Background: an optimization exercise with open tools, aiming at small area. Do not read the settings as production practice. Function was checked by simulation only, so behaviour that the tests miss may differ from the original. Power figures rest on the tool's default switching activity, not on a simulated workload.

## juniper
==> flow/design.v (excerpt) <==
module Conv(input clock, input reset,
  input [1:0] io_mask_0,
  input [1:0] io_mask_1,
  input [1:0] io_mask_2,
  input [1:0] io_mask_3,
  input [1:0] io_mask_4,
  input [1:0] io_mask_5,
  input [1:0] io_mask_6,
  input [1:0] io_mask_7,
  input [1:0] io_mask_8,
  input [1:0] io_mask_9,
  input [1:0] io_mask_10,
  input [1:0] io_mask_11,
  input [1:0] io_mask_12,
  input [1:0] io_mask_13,
  input [1:0] io_mask_14,
  input [1:0] io_mask_15,
  input [1:0] io_mask_16,
  input [1:0] io_mask_17,
  input [1:0] io_mask_18,
  input [1:0] io_mask_19,
  input [1:0] io_mask_20,
  input [1:0] io_mask_21,
  input [1:0] io_mask_22,
  input [1:0] io_mask_23,
  input [1:0] io_mask_24,
  input [1:0] io_weights_0,
  input [1:0] io_weights_1,
  input [1:0] io_weights_2,
  input [1:0] io_weights_3,
  input [1:0] io_weights_4,
  input [1:0] io_weights_5,
  input [1:0] io_weights_6,
  input [1:0] io_weights_7,
  input [1:0] io_weights_8,
  output [3:0] io_out_0,
  output [3:0] io_out_1,
  output [3:0] io_out_2,
  output [3:0] io_out_3,
  output [3:0] io_out_4,
  output [3:0] io_out_5,
  output [3:0] io_out_6,
  output [3:0] io_out_7,
  output [3:0] io_out_8,
  output [3:0] io_out_9,
  output [3:0] io_out_10,
  output [3:0] io_out_11,
  output [3:0] io_out_12,
  output [3:0] io_out_13,
  output [3:0] io_out_14,
  output [3:0] io_out_15,
  output [3:0] io_out_16,
  output [3:0] io_out_17,
  output [3:0] io_out_18,
  output [3:0] io_out_19,
  output [3:0] io_out_20,
  output [3:0] io_out_21,
  output [3:0] io_out_22,
  output [3:0] io_out_23,
  output [3:0] io_out_24
);
  reg [49:0] m1, m2; reg r1, r2; reg [49:0] res;
  ...
Size in the first run: roughly 930 cells after synthesis, roughly 150 flip-flops, roughly 170 I/O pins, ~9700 sq um of cells after synthesis.
make LEC_CHECK=0 CAP_MARGIN=20 CORE_MARGIN=2 CORE_UTILIZATION=40 CTS_BUF_LIST=sky130_fd_sc_hd__clkbuf_8 SLEW_MARGIN=20 SYNTH_HIERARCHICAL=1 finish   # period 6.5 ns
run.sh (not shown) runs the stock make flow with config.mk's settings and CLKGATE_MAP_FILE= SYNTH_SCRIPT=/design/flow/synth_recipe.tcl, a recipe that flattens the netlist after the stock synthesis.
juniper did not stop at any stage, and its layout met the timing, design-rule and antenna checks.
Relative to juniper, the following input files were edited for harbor:
- CTS_BUF_LIST: sky130_fd_sc_hd__clkbuf_8 -> unset
==> flow/flow/run.sh (new file) <==
#!/bin/bash
# The standard layout with three changes: ports are buffered with the smallest buffer
# (buf_1); the clock tree is built from clkbuf_8 without dummy loads; and the constant-0
# outputs share the one tie cell synthesis made instead of getting a tie cell each.
# make's full output goes to standard_make.log here; ORFS keeps each step's log in orfs/logs.
set -euo pipefail
bash standard.sh \
  "BUFFER_PORTS_ARGS=-buffer_cell sky130_fd_sc_hd__buf_1" \
  "CTS_ARGS=-sink_clustering_enable -repair_clock_nets -buf_list sky130_fd_sc_hd__clkbuf_8 -dont_use_dummy_load" \
  SKIP_REPAIR_TIE_FANOUT=1 \
  finish > standard_make.log 2>&1
==> flow/standard.sh (new file) <==
#!/bin/bash
# synth_recipe.tcl (not shown) runs the flow's synth.tcl, then flattens the netlist and writes it again
# the make line also repeats each setting of config.mk as NAME=value (left out here)
make -C /OpenROAD-flow-scripts/flow DESIGN_CONFIG=/design/flow/config.mk WORK_HOME=/design/flow/orfs CLKGATE_MAP_FILE= SYNTH_SCRIPT=/design/flow/synth_recipe.tcl "${@:-finish}"
removed: flow/run.sh
## What came out
- [compare] base=juniper new=harbor: power density of the placed cells shows a reduction of 3.6%, overall routed net length shows a reduction of about 2%.
- End point of the critical path = res[25]$_DFF_P_: harbor; end point of the critical path = res[17]$_DFF_P_: juniper
- Any difference in count of clock-buffer cells in the layout between harbor and juniper is small enough to ignore.
- Delta(post-route clock period utilization, harbor - juniper) < 0
- Data required time at the worst endpoint: harbor vs juniper down 0.03 ns

[static timing again, ports no longer ideal]
Ports are ideal in the flow. The routed layouts listed here were re-timed in OpenROAD.
Step 1 sets driving cells, clkbuf_16 on the clock port and buf_2 on the other inputs (assumed; they add their load-dependent delay and slew).
Step 2 also shifts input and output timing later by t, the mid clock arrival at the registers, as if the neighbouring blocks saw the same clock.
Slacks: no drivers / after step 1 / after step 2; pairs: no drivers / after step 1.
| run | t (ns) | slack for setup (ns) | worst setup path at the end | clock arrival spread, ns | slew at the worst register clock pin (ns) |
|---|---|---|---|---|---|
| juniper | 0.506 | 1.774 / 1.793 / 1.288 | input to register | 0.015 / 0.015 | 0.09 / 0.09 |
| harbor | 0.492 | 2.581 / 2.602 / 2.109 | input to register | 0.027 / 0.027 | 0.09 / 0.09 |
After both steps setup and hold are still met in every run listed. For juniper, which loses most, drivers alone change the setup slack by +0.019 ns; drivers and shift together by -0.486 ns.
